This is an optimization exercise on Yosys and OpenROAD, whose aim is small area, not a production implementation. The RTL was checked by simulation tests, not by an equivalence proof against the original design.

## flow/design.v (module list and top-level ports; edited modules follow where they fit)
// module lininterp: 3164 lines
// module lininterp_fa: 4 lines
// module lininterp_bsel: 3 lines
// module lininterp_ha: 4 lines
module	lininterp #(
		parameter	INW   = 28,
				OWID  = 28,
				MPREC = 28,
				CTRBITS = 32
	) (
		input	wire			i_clk,
		input	wire			i_reset,
		input	wire			i_ce,
		input	wire	[(CTRBITS-1):0]	i_step,
		input	wire	[(INW-1):0]	i_data,
		output	wire			o_ce,
		output	wire	[(OWID-1):0]	o_data
	);
  // ...
==> flow/flow/run.sh <==
#!/bin/bash
set -euo pipefail
export BUFFER_PORTS_ARGS="-buffer_cell sky130_fd_sc_hd__buf_1"
export CTS_ARGS="-sink_clustering_enable -repair_clock_nets -sink_clustering_size 8 -sink_clustering_max_diameter 60 -buf_list sky130_fd_sc_hd__clkbuf_4 -dont_use_dummy_load"
bash standard.sh finish > standard_flow.log 2>&1
==> flow/standard.sh <==
#!/bin/bash
# synth_recipe.tcl (not shown) runs the flow's synth.tcl, then flattens the netlist and writes it again
# the make line also repeats each setting of config.mk as NAME=value (left out here)
make -C /OpenROAD-flow-scripts/flow DESIGN_CONFIG=/design/flow/config.mk WORK_HOME=/design/flow/orfs CLKGATE_MAP_FILE= SYNTH_SCRIPT=/design/flow/synth_recipe.tcl "${@:-finish}"
==> flow/config.mk <==
export PLATFORM = sky130hd
export DESIGN_NAME = lininterp
export DESIGN_NICKNAME = lininterp
export VERILOG_FILES = /design/flow/design.v
export SDC_FILE = /design/flow/constraint.sdc
export NUM_CORES = 4
export LEC_CHECK = 0
export ABC_AREA = 1
export CAP_MARGIN = 5
export CORE_MARGIN = 2
export CORE_UTILIZATION = 65
export PLACE_DENSITY = 0.75
export SLEW_MARGIN = 5
export SYNTH_HIERARCHICAL = 1
export SYNTH_MINIMUM_KEEP_SIZE = 0
==> flow/constraint.sdc <==
create_clock -name core_clock -period 10.0 [get_ports {i_clk}]
set_input_delay 2.0000 -clock core_clock [delete_from_list [all_inputs] [get_ports {i_clk}]]
set_output_delay 2.0000 -clock core_clock [all_outputs]
set_load 0.01 [all_outputs]
==> summary.txt, run 1 <==
The mux contribution to synthesized area is 0%. In the synthesized netlist the dominant register cell turns out to be dfxtp_1. The arrival time of the worst setup path came out at 9.30 ns.

The global routing stage identified its most utilized layer as met2.

The worst setup path is captured at a flop. The flow ran to the end and the layout has no timing, DRC or antenna violations. The startpoint of the tightest hold check path is x_res[11]$_DFF_P_. The fraction of synthesized cell area taken by the top area cell type came out at 36.6%. The Yosys step of the flow raised 7 warnings.

The area growth from synthesis to layout is 3.79%. The net count of the mapped netlist came out at 3189. Setup repair after global routing left no endpoint under its margin. The source-to-sink clock delay at the later pin of the worst-skew pair is 0.78 ns. For this design, the sink count on the clock tree is 207.

In this run the standard cell core region covers 39600 µm². In the final layout, the registers with the most flip-flops are r_counter x32, r_slope x29. Data on the critical path is required at its endpoint by 10.62 ns.

The number of synthesized flops with an enable pin is 85. The cell with the largest stage delay on the worst path is dfxtp_2. The routability congestion estimate from global placement came out at 1.04. The height of the die is 204 µm. The fraction of the mapped netlist area in adder cells is 43.0%. The clock network contribution to total cell area came out at 0.860%.

The total negative slack came out at 0 ns. The initial core utilization is 65.8%. The sum of buffers and inverters on the critical path came out at 1.
==> inputs of run 2 (changes only) <==
==> flow/flow/run.sh (replaced) <==
#!/bin/bash
set -euo pipefail
export BUFFER_PORTS_ARGS="-buffer_cell sky130_fd_sc_hd__buf_1"
export CTS_ARGS="-sink_clustering_enable -repair_clock_nets -sink_clustering_size 12 -sink_clustering_max_diameter 100 -buf_list sky130_fd_sc_hd__clkbuf_8 -dont_use_dummy_load"
bash standard.sh finish > standard_flow.log 2>&1
==> run 2 against run 1 <==
Global-route usage barely moved. Worst setup slack improved by 0.021 ns. Critical path type unchanged. Final cell count fell by 0.36%. Worst hold slack got worse by 0.0028 ns. Count of clock-buffer cells in the layout fell by 9. Synthesized cell count did not move. Die area did not move. Critical endpoint unchanged. Final area rose by 0.24%. First-iteration DRC count rose by 9.6%.
==> summary.txt, run 2 <==
The flow ran to the end and the layout has no timing, DRC or antenna violations. The mean post-synth cell area is 10.4 µm². The cell type with the highest occurrence count on the critical path is nand2_2. The net count of the mapped netlist came to 3189 (unchanged). For this block, the routed nets add up to 76.1 mm of wire. The number of nets in the finished design came out at 3160. The instance count of the mapped netlist is 2516. For this run the aggregate overflow at the end of global routing stands at 0. The finished cells cover 27100 µm². The count of maximum capacitance violations came out at 0.

The all-layer global routing usage is 37.5%. The mapped netlist covers 26100 µm². The register with the most flip-flops in the layout has 32 of them. The area used by multi-input combinational logic is 19500 µm². The via count of the first global-routing pass is 21306.

The total count of hold-check failures in the final report came out at 0. On the critical path the largest part of the delay comes from adder cells. Once placement finished, the instance area stood at 26800 µm².

The setup violation total in the final timing report is 0. The count of TritonRoute iterations in the first routing pass came out at 8. The netlist uses 34 different library cells. The number of cells upsized or downsized after cts is 0.

The slowest stage of the critical path belongs to the cell dfxtp_2. The height of the die came out at 204 µm (unchanged). The fraction of the cycle the final worst path needs is 86.5%.

The estimated wirelength of the detail-placed design came out at 55.1 mm. The area growth from synthesis to layout is 4.04%. The number of vias after detailed routing is 20145. In the final layout, the registers with the most flip-flops are r_counter x32, r_slope x29. After synthesis, the cell types taking the most area are fa_1, xor2_1, edfxtp_1. In this run, synthesis produced a sequential element count of 207.

The data required time at the worst endpoint came to 10.46 ns (-0.16 ns). The number of placed I/O pins is 92. The peak per-stage delay on the critical path is 0.65 ns. Along the worst hold path, the cell count comes to 0. The core outline area is 39600 µm² (unchanged).

Among all cell types in the netlist, the one instantiated most often is fa_1. Of all cell types, the one taking the most synthesized area is fa_1. The clock transition at the register clock pins on the worst setup and hold paths after CTS is 0.08 ns. The count of H-tree levels built during CTS came out at 1. The clock sink total came to 207 (unchanged). The number of synthesized flops with an enable pin is 85 (unchanged).

The remaining design rule violation count is 0. The cell row count is 73. After synthesis, flip-flops and latches occupy 19.2% of the total area.

The top cell types in the final layout, fill and taps aside, are fa_1, xor2_1, o22ai_1, inv_1, nor2_1. The total die area came out at 41700 µm². The number of setup buffers added after CTS is 0. The quantity of hold-fixing buffers added after cts came out at 0.

The mean number of vias per cell came out at 6.69. The synthesis warning total came to 7 (unchanged). The largest net degree at the start of global routing is 59.

The deepest clock path buffer count came out at 3. The number of antenna violations at the first check in global routing is 1. The sum of buffers and inverters on the critical path came out at 1 (unchanged).

The number of design-rule violations left by the first detailed-router iteration is 2629. The total inserted antenna cells is 0. The minimum clock period is 8.65 ns. The type of the most critical hold path is reg2reg.

Setup repair after global routing left no endpoint under its margin. The post-synthesis async set-or-reset flop share is 0%. The area taken by flip-flops and latches is 5010 µm². The worst setup path is captured at a flop. The initial core utilization came out at 65.8% (unchanged). The count of nets left with antenna violations once routing finished came out at 0. The depth of the worst register-to-register path is 40. The TritonCTS buffer count came out at 22.

In the synthesized netlist, the cells that appear most often are fa_1, xor2_1, o22ai_1. The fraction of synthesized cell area taken by the top area cell type came out at 36.6% (unchanged). The register with the highest flop count is r_counter. Static timing analysis puts the maximum clock frequency at 0.116 GHz. In this run the clock root is driven by a clkbuf_8. The fraction of final layout cells sized beyond drive strength 1 came out at 7.00%. The worst max-slew margin expressed relative to the limit came out at 23.5%. Fill cells in the final layout number 3098.

The maximum clock skew at final layout is 0.0462 ns. The worst setup path is of the reg2reg kind. The actual transition at the worst max-transition pin is 1.14 ns. The prevailing post-synth register cell is dfxtp_1. The routability congestion estimate from global placement came out at 1.04 (unchanged). The wire length per cell after detailed routing is 25.3 µm.

The first global-routing pass estimated 119 mm of wire. The die boundary width is 204 µm. The source-to-sink clock delay at the later pin of the worst-skew pair was 0.58 ns (-0.20 ns). The arrival time of the worst setup path came out at 9.12 ns (-0.18 ns). The number of gates on the worst path with buffers counted came out at 40. TritonCTS built the clock tree.

The max-slew violation count is 0. The total negative slack is 0 ns (unchanged). The worst setup path is launched from a flop.

The highest net fanout along the worst path is 21. The count of buffers added on input and output ports is 91. The most common library cell in the layout ignoring fill and taps is fa_1.
==> run 2: cell counts after synthesis <==
Identical to the previous run, type by type.
==> run 2: worst paths after layout <==
kind                            startpoint            endpoint  slack [ns]
setup / recovery  r_offset[3]$_SDFFE_PP0P_   x_res[27]$_DFF_P_        1.35
hold / removal            x_res[2]$_DFF_P_  p_res[2]$_DFFE_PP_        0.40
setup reg to reg  r_offset[3]$_SDFFE_PP0P_   x_res[27]$_DFF_P_        1.35
hold reg to reg           x_res[2]$_DFF_P_  p_res[2]$_DFFE_PP_        0.40
==> run 2: Yosys stat by module (local to each module, per instance) <==
module	flops+latches	times used	area, µm²	cells inside
lininterp_fa	0	476	20.0	1
lininterp_ha	0	121	12.5	1
lininterp	207	1	15000	1919
==> run 2: final cells by class <==
cell class | count | share of cell area [%]
flip-flops and latches | 207 | 18.5
clock buffers | 22 | 1.12
well taps | 525 | 2.42
inverters | 194 | 2.68
repair buffers | 165 | 3.31
multi-input cells | 1897 | 72.0
==> run 2: cells by family after synthesis <==
| logic type | count (synthesis) | share of synthesized area, % |
|---|---|---|
| fa+ha+maj | 610 | 43.0 |
| compound gates | 516 | 12.0 |
| xor+xnor | 423 | 14.2 |
| buf+inv | 412 | 6.19 |
| simple gates | 347 | 5.43 |
| flops | 207 | 19.2 |
| other cells | 1 | 0.0144 |
==> run 2: through the flow <==
stage / hold slack [ns] / worst slack (ns) / cells / utilization (%)
3_5_place_dp: 0.389 / 1.47 / 2988 / 67.7
6_report: 0.401 / 1.35 / 3010 / 68.4
2_1_floorplan: 0.386 / 2.06 / 2516 / -
5_1_grt: 0.412 / 1.02 / 3010 / 68.4
3_3_place_gp: 0.389 / 1.69 / 2988 / 67.7
4_1_cts: 0.403 / 1.46 / 3010 / 68.4
==> run 2: metal layers <==
layer / vias to the layer above / global-route usage, % / part of all wire (%)
li1: 8304 / - / -
met3: 408 / 11.7 / 13
met4: 2 / 19.2 / 6.1
met5: - / 0 / 0.017
met1: 9804 / 48.7 / 37
met2: 1627 / 57.0 / 44
==> inputs of run 3 (changes only) <==
==> flow/run.sh (new file) <==
#!/bin/bash
# synth_recipe.tcl (not shown) runs the flow's synth.tcl, then flattens the netlist and writes it again
# the make line also repeats each setting of config.mk as NAME=value (left out here)
make -C /OpenROAD-flow-scripts/flow DESIGN_CONFIG=/design/flow/config.mk WORK_HOME=/design/flow/orfs CLKGATE_MAP_FILE= SYNTH_SCRIPT=/design/flow/synth_recipe.tcl finish
--- a/flow/config.mk
+++ b/flow/config.mk
@@ -9,6 +9,9 @@
 export CAP_MARGIN = 5
 export CORE_MARGIN = 2
 export CORE_UTILIZATION = 65
+export CTS_BUF_LIST = sky130_fd_sc_hd__clkbuf_8
+export CTS_CLUSTER_DIAMETER = 100
+export CTS_CLUSTER_SIZE = 12
 export PLACE_DENSITY = 0.75
 export SLEW_MARGIN = 5
 export SYNTH_HIERARCHICAL = 1
removed: flow/flow/run.sh
removed: flow/standard.sh
==> run 3 against run 2 <==
Core utilization up 1.7 points. Sequential share of layout area down 0.44 points. Global-route usage up 0.66 points. Fmax down 0.75%. Synthesized cell count unchanged. Worst hold slack better by 0.0038 ns. Clock skew down 0.019 ns. Area after synthesis unchanged. Largest cell class unchanged. Highest routed layer is now met4.
==> summary.txt, run 3 <==
TritonCTS built the clock tree. The die boundary width came to 204 µm (unchanged). The max-slew violation count came out at 0 (unchanged).

The remaining design rule violation count came out at 0 (unchanged). The flop and latch count out of synthesis is 207 (unchanged). The total negative slack came out at 0 ns (unchanged). The setup path with the least slack is of type reg2reg. The net count of the mapped netlist is 3189 (unchanged). The number of placed I/O pins is 92 (unchanged).

In the layout the commonest cells are fa_1, xor2_1, o22ai_1, inv_1, nor2_1. The routability congestion estimate from global placement is 1.00 (-4.1%). Setup repair after global routing left no endpoint under its margin. The arrival time of the worst setup path came out at 9.20 ns (+0.08 ns). The minimum setup slack after placement is 1.45 ns (-0.0266 ns). The number of cells on the worst hold path is 0 (unchanged). The clock transition at the register clock pins on the worst setup and hold paths after CTS is 0.09 ns (about the same). The largest net degree at the start of global routing is 59 (unchanged). The number of design-rule violations left by the first detailed-router iteration is 2629 (unchanged). The mean number of vias per cell came out at 6.70 (about the same). The number of vias after detailed routing came out at 20243 (+0.49%). The estimated wirelength of the detail-placed design is 55.1 mm (about the same). In this run the worst setup path begins at r_offset[7]$_SDFFE_PP0P_. The fraction of synthesized cell area taken by the top area cell type came out at 36.6% (unchanged). The prevailing post-synth register cell is dfxtp_1. The number of nets in the finished design is 3158 (-0.063%). The deepest clock path buffer count is 3 (unchanged). The area used by multi-input combinational logic came out at 19500 µm² (unchanged).

The total die area is 41700 µm² (unchanged). The area taken by flip-flops and latches is 5010 µm² (unchanged). The startpoint of the tightest hold check path is x_res[2]$_DFF_P_. The count of H-tree levels built during CTS was 1 (unchanged). The count of TritonRoute iterations in the first routing pass is 8 (unchanged). The wire length per cell after detailed routing came out at 25.6 µm (+1.3%).

The largest registers in the layout are r_counter x32, r_slope x29. The post-synthesis async set-or-reset flop share came out at 0% (unchanged). The register-to-register setup slack is 1.28 ns (-0.07 ns).

The most common library cell in the layout ignoring fill and taps is fa_1. The all-layer global routing usage is 38.2% (+0.66 points). The combined area of all synthesized cells is 26100 µm² (unchanged). The sum of buffers and inverters on the critical path came to 2 (+1). The maximum clock skew at final layout came out at 0.0268 ns (-0.0194 ns).

Counting instances in the post-synthesis netlist gives the leading cell types as fa_1, xor2_1, o22ai_1. The utilization after layout came out at 70.1% (+1.7 points). Yosys attributes the largest share of cell area to fa_1, xor2_1, edfxtp_1. The flip-flop count of the largest register after layout was 32 (unchanged). The source-to-sink clock delay at the later pin of the worst-skew pair came to 0.60 ns (+0.02 ns). The depth of the worst register-to-register path is 32 (-20%).

The mean post-synth cell area came out at 10.4 µm² (unchanged). Among all stages on the critical path, the largest delay is contributed by o21ai_2. The via count of the first global-routing pass came out at 21045 (-1.2%). Among the stages of the critical path, the cell type that occurs most often is fa_1. The area growth from synthesis to layout came out at 6.57%. The kind of start point of the critical path is a flop.

The number of antenna violations at the first check in global routing is 0 (-1). The core outline area was 39600 µm² (unchanged). STA classifies the critical path endpoint as a flop.

The number of gates on the worst path with buffers counted is 32 (-20%). By instance count, the leading cell after synthesis is fa_1. The wire length of the first global-routing pass came to 120 mm (+1.1%). The number of synthesized flops with an enable pin is 85 (unchanged). The actual transition at the worst max-transition pin came out at 1.19 ns (+0.0495 ns).

The cell row count is 73 (unchanged). The clock sink total was 207 (unchanged). The fraction of the cycle the final worst path needs came to 87.2% (+0.65 points).

The aggregate global routing overflow is 0 (unchanged). In this design, the largest share of critical-path delay is due to adder cells. The number of buffers inserted to repair setup after CTS came to 0 (unchanged).

The peak per-stage delay on the critical path is 0.79 ns (+0.14 ns). The count of maximum capacitance violations was 0 (unchanged). The final critical-path setup slack was 1.28 ns (-0.0652 ns).

The fraction of the yosys area taken by sequential cells came out at 19.2% (unchanged). The count of input and output buffers came out at 91 (unchanged). The detailed-route wire length came out at 77.5 mm (+1.8%). The fraction of final layout cells sized beyond drive strength 1 is 7.05% (+0.046 points). The number of nets with antenna violations after routing is 0 (unchanged).

The quantity of hold-fixing buffers added after cts is 0 (unchanged). The total count of hold-check failures in the final report is 0 (unchanged). The height of the die is 204 µm (unchanged). The number of fill cells is 3004 (-3.0%).

The data required time at the worst endpoint came to 10.48 ns (+0.02 ns). The post-synthesis cell type count is 34 (unchanged). The type of the most critical hold path is reg2reg. The flow ran to the end and the layout has no timing, DRC or antenna violations. The highest net fanout along the worst path came out at 22 (+4.8%). The total non-filler cell area in the finished layout is 27800 µm² (+2.4%). The setup violation total in the final timing report came out at 0 (unchanged). In this run the critical register-to-register path is launched from r_offset[7]$_SDFFE_PP0P_.

The number of cells upsized or downsized after cts is 0 (unchanged). The non-filler instance count after layout is 3023 (+0.43%). The number of placed cells counting well taps is 2986 (-0.067%). The area after detailed placement was 27400 µm² (+2.0%). Clock tree synthesis selected as its root buffer the cell clkbuf_8. The synthesis warning total came out at 7 (unchanged). The initial core utilization is 65.8% (unchanged). The minimum clock period came to 8.72 ns (+0.0652 ns). The highest achievable clock rate is 0.115 GHz (-0.75%). The worst max-slew margin expressed relative to the limit is 20.4% (-3.1 points).

The instance count of the mapped netlist is 2516 (unchanged). The cell type with the highest aggregate area in the netlist is fa_1. The TritonCTS buffer count was 22 (unchanged). More flip-flops sit in one register than any other, and that register is r_counter.
-- run 3: cell counts after synthesis --
Identical to the previous run, type by type.
-- run 3: Yosys stat by module, one instance, submodules excluded --
| module | flops+latches | cells inside | area [µm²] | times used |
|---|---|---|---|---|
| lininterp | 207 | 1919 | 15000 | 1 |
| lininterp_fa | 0 | 1 | 20.0 | 476 |
| lininterp_ha | 0 | 1 | 12.5 | 121 |
-- run 3: layout make-up --
cell class	instances	share of cell area (%)
sequential	207	18.0
timing repair buffer	163	5.21
clock buffer	22	1.09
multi-input combinational	1897	70.3
antenna	1	0.00901
clock inverter	14	0.392
inverter	194	2.62
tap	525	2.36
-- run 3: through the flow --
stage / hold WS [ns]
global route: 0.410
CTS: 0.405
floorplan: 0.386
finish: 0.405
detailed placement: 0.389
global placement: 0.387
-- run 3: layer usage --
metal / vias to the layer above / GRT usage (%) / routed length, µm
met4: 0 / 18.5 / 4530
li1: 8322 / - / -
met1: 9973 / 51.0 / 29000
met5: - / 0 / 0
met2: 1604 / 57.5 / 33800
met3: 344 / 11.1 / 10200
-- run 3: final timing paths --
kind	end
setup / recovery	x_res[27]$_DFF_P_
hold / removal	p_res[2]$_DFFE_PP_
setup reg to reg	x_res[27]$_DFF_P_
hold reg to reg	p_res[2]$_DFFE_PP_
-- run 3: kinds of logic after synthesis --
kind of cell	synth area share, %
other cells	0.0144
xor+xnor	14.2
compound gates	12.0
flops	19.2
fa+ha+maj	43.0
simple gates	5.43
buf+inv	6.19
==> inputs of run 4 (changes only) <==
==> flow/flow/run.sh (new file) <==
#!/bin/bash
set -euo pipefail
export BUFFER_PORTS_ARGS="-buffer_cell sky130_fd_sc_hd__buf_1"
export CTS_ARGS="-sink_clustering_enable -repair_clock_nets -sink_clustering_size 14 -sink_clustering_max_diameter 100 -buf_list {sky130_fd_sc_hd__clkbuf_4 sky130_fd_sc_hd__clkbuf_8} -dont_use_dummy_load"
bash standard.sh finish > standard_flow.log 2>&1
==> flow/standard.sh (new file) <==
#!/bin/bash
# synth_recipe.tcl (not shown) runs the flow's synth.tcl, then flattens the netlist and writes it again
# the make line also repeats each setting of config.mk as NAME=value (left out here)
make -C /OpenROAD-flow-scripts/flow DESIGN_CONFIG=/design/flow/config.mk WORK_HOME=/design/flow/orfs CLKGATE_MAP_FILE= SYNTH_SCRIPT=/design/flow/synth_recipe.tcl "${@:-finish}"
--- a/flow/config.mk
+++ b/flow/config.mk
@@ -9,9 +9,6 @@
 export CAP_MARGIN = 5
 export CORE_MARGIN = 2
 export CORE_UTILIZATION = 65
-export CTS_BUF_LIST = sky130_fd_sc_hd__clkbuf_8
-export CTS_CLUSTER_DIAMETER = 100
-export CTS_CLUSTER_SIZE = 12
 export PLACE_DENSITY = 0.75
 export SLEW_MARGIN = 5
 export SYNTH_HIERARCHICAL = 1
removed: flow/run.sh
==> run 4 against run 3 <==
Still clean on timing, DRC and antenna. Count of clock-buffer cells in the layout down 3. Fmax grew 0.58%. Clock skew is 0.017 ns higher. First-iteration DRC count grew 2.6%. Global-route usage shrank 0.61 points. Area after synthesis unchanged. Sequential share of layout area rose by 0.47 points. Non-clock buffer count grew 2. Worst hold slack worse by 0.0013 ns. Critical path type unchanged.
==> summary.txt, run 4 <==
The tree is rooted in a clkbuf_8. The minimum clock period was 8.67 ns (-0.0502 ns). The number of vias after detailed routing is 20067 (-0.87%). TritonCTS built the clock tree. The highest net fanout along the worst path came out at 21 (-4.5%).

The clock sink total was 207 (unchanged). The source-to-sink clock delay at the later pin of the worst-skew pair was 0.59 ns (about the same). Setup repair after global routing left no endpoint under its margin. The TritonCTS buffer count was 19 (-14%). The total die area came out at 41700 µm² (unchanged). The combined area of all synthesized cells came out at 26100 µm² (unchanged).

The number of antenna violations at the first check in global routing came out at 2 (+2). The library cell used most frequently in the layout, excluding fill and tap cells, is fa_1. The fraction of the mapped netlist area in adder cells is 43.0% (unchanged). The kind of start point of the critical path is a flop. The register-to-register setup slack is 1.33 ns (+0.05 ns). Counting stages on the worst path, the most repeated cell is nand2_2.

The deepest clock path buffer count came out at 3 (unchanged). Of all cell types, the one taking the most synthesized area is fa_1. The via count of the first global-routing pass came to 21285 (+1.1%).

The total negative slack came out at 0 ns (unchanged). The aggregate global routing overflow came out at 0 (unchanged). The cell with the largest stage delay on the worst path is dfxtp_2. The number of buffers inserted to repair setup after CTS is 0 (unchanged).

The minimum setup slack after placement came to 1.47 ns (+0.0266 ns). The synthesis warning total came out at 7 (unchanged). The fraction of synthesized cell area taken by the top area cell type is 36.6% (unchanged). The fraction of the cycle the final worst path needs came to 86.7% (-0.50 points). The number of placed I/O pins came to 92 (unchanged).

The number of cells upsized or downsized after cts came to 0 (unchanged). The largest registers in the layout are r_counter x32, r_slope x29. The most used flip-flop cell after synthesis is dfxtp_1.

The final critical-path setup slack came out at 1.33 ns (+0.0502 ns). The post-synthesis share of cell area spent on xor and xnor gates is 14.2% (unchanged). The flop and latch count out of synthesis was 207 (unchanged). The arrival time of the worst setup path came out at 9.13 ns (-0.07 ns). The wire length per cell after detailed routing came out at 25.3 µm (-1.2%).

The number of design-rule violations left by the first detailed-router iteration came out at 2698 (+2.6%). The fraction of final layout cells sized beyond drive strength 1 is 6.89% (-0.16 points). The instance count of the mapped netlist came to 2516 (unchanged).

The number of fill cells is 3106 (+3.4%). The flow ran to the end and the layout has no timing, DRC or antenna violations. The most frequently used cell type in the post-synthesis netlist is fa_1. The worst max-slew margin expressed relative to the limit was 21.7% (+1.3 points).

The data required time at the worst endpoint came out at 10.46 ns (-0.02 ns). The register with the most flip-flops in the final layout is r_counter. The max-slew violation count came out at 0 (unchanged).

The count of TritonRoute iterations in the first routing pass came to 7 (-1). The sum of buffers and inverters on the critical path is 1 (-1). The number of nets with antenna violations after routing came to 0 (unchanged). The post-synthesis async set-or-reset flop share was 0% (unchanged).

The flip-flop count of the largest register after layout is 32 (unchanged). The count of input and output buffers is 91 (unchanged). The mux contribution to synthesized area is 0% (unchanged). The highest achievable clock rate is 0.115 GHz (+0.58%).

The startpoint-to-endpoint class of the critical path is reg2reg. The quantity of hold-fixing buffers added after cts is 0 (unchanged). In this run the worst hold path is classified as reg2reg.

The mean post-synth cell area was 10.4 µm² (unchanged). The number of synthesized flops with an enable pin came to 85 (unchanged). After synthesis, the cell types taking the most area are fa_1, xor2_1, edfxtp_1. The commonest cells after synthesis are fa_1, xor2_1, o22ai_1. The detailed-route wire length is 76.2 mm (-1.7%).

The initial core utilization is 65.8% (unchanged). The peak per-stage delay on the critical path is 0.65 ns (-0.14 ns). The complex-gate fraction of the synthesized area was 12.0% (unchanged). The setup violation total in the final timing report came out at 0 (unchanged).

The worst setup path is captured at a flop. The total count of hold-check failures in the final report came to 0 (unchanged). On the critical path the largest part of the delay comes from adder cells. The post-synthesis cell type count came out at 34 (unchanged).

The wire length of the first global-routing pass is 119 mm (-1.2%). The dominant combinational cell family by area after synthesis is adder cells. The count of maximum capacitance violations came out at 0 (unchanged). The cell row count came out at 73 (unchanged). The remaining design rule violation count is 0 (unchanged). The all-layer global routing usage is 37.6% (-0.61 points). The count of H-tree levels built during CTS is 1 (unchanged). The number of nets in the finished design came out at 3157 (-0.032%). The largest net degree at the start of global routing is 59 (unchanged). The estimated wirelength of the detail-placed design came out at 55.1 mm (about the same). The die boundary width is 204 µm (unchanged). The actual transition at the worst max-transition pin came out at 1.17 ns (-0.0221 ns). The maximum clock skew at final layout is 0.0434 ns (+0.0166 ns). The height of the die is 204 µm (unchanged). The core outline area came out at 39600 µm² (unchanged).

The clock transition at the register clock pins on the worst setup and hold paths after CTS came out at 0.09 ns (about the same). The net count of the mapped netlist is 3189 (unchanged). The total inserted antenna cells came out at 0 (-1).

The share of synthesized cell area in and, or, nand and nor gates came out at 5.43% (unchanged). The area growth from synthesis to layout is 3.88%. The routability congestion estimate from global placement came out at 1.04 (+4.3%). The fraction of the yosys area taken by sequential cells is 19.2% (unchanged). The mean number of vias per cell is 6.67 (-0.34%). The top cell types in the final layout, fill and taps aside, are fa_1, xor2_1, o22ai_1, inv_1, nor2_1.
==> run 4: path summary, 6_finish.rpt <==
kind | from | end | cells after the start
hold reg to reg | x_res[13]$_DFF_P_ | p_res[13]$_DFFE_PP_ | 0
setup / recovery | r_offset[3]$_SDFFE_PP0P_ | x_res[27]$_DFF_P_ | 40
setup reg to reg | r_offset[3]$_SDFFE_PP0P_ | x_res[27]$_DFF_P_ | 40
hold / removal | x_res[13]$_DFF_P_ | p_res[13]$_DFFE_PP_ | 0
==> run 4: layout make-up <==
type | count | area [µm²] | share of cell area, %
multi-input combinational | 1897 | 19500 | 72.1
timing repair buffer | 165 | 898 | 3.32
sequential | 207 | 5010 | 18.5
tap | 525 | 657 | 2.43
inverter | 194 | 728 | 2.69
clock buffer | 19 | 262 | 0.966
==> run 4: Yosys stat by module (local to each module, per instance) <==
module	flops+latches	times used
lininterp_fa	0	476
lininterp_ha	0	121
lininterp	207	1
==> run 4: through the flow <==
step	hold WS, ns	cell area, µm²	utilization [%]	cells
final	0.404	27100	68.3	3007
after global routing	0.415	27100	68.3	3007
after CTS	0.403	27100	68.3	3007
after detailed placement	0.389	26800	67.7	2988
after global placement	0.389	26800	67.7	2988
after floorplan	0.386	26100	-	2516
==> run 4: kinds of logic (layout without fill, tap and decap cells) <==
logic type               count (synthesis)  in the layout
other                                    1              1
AO/OA/AOI/OAI                          516            516
AND/OR/NAND/NOR                        347            347
flip-flops                             207            207
XOR/XNOR                               423            423
buffers and inverters                  412            378
adder cells (fa/ha/maj)                610            610
==> run 4: worst reg2reg max path, delay by kind of cell, from the launching register on <==
family | cells | cell delay, ns
xor+xnor | 2 | 0.38
buf+inv | 1 | 0.38
fa+ha+maj | 14 | 5.06
flops | 1 | 0.65
simple gates | 21 | 1.56
compound gates | 2 | 0.54
==> run 4: metal layers <==
layer / GRT usage, % / vias to the layer above / wire, µm
li1: - / 8303 / -
met3: 11.5 / 377 / 9620
met1: 48.6 / 9827 / 27900
met2: 57.3 / 1556 / 34000
met5: 0 / - / 31
met4: 19.5 / 4 / 4570

## what the ideal ports hide
No port has a modelled driver above. Below, the same layouts with a new extraction and two added sets of constraints. Step 1 assumes that a clkbuf_16 drives the clock port and a buf_2 every other input. Step 2 also shifts input and output timing later by t, the mid clock arrival at the registers, as if the neighbouring blocks saw the same clock. Slacks: ideal ports / drivers / drivers and shift; pairs: ideal ports / drivers.
run	t (ns)	setup slack, ns	clock arrival spread, ns
run 1	0.793	1.326 / 1.326 / 1.326	0.087 / 0.087
run 2	0.609	1.347 / 1.347 / 1.347	0.046 / 0.046
run 3	0.641	1.282 / 1.282 / 1.282	0.027 / 0.027
run 4	0.625	1.332 / 1.332 / 1.332	0.043 / 0.043
After both steps setup and hold are still met in every run listed.
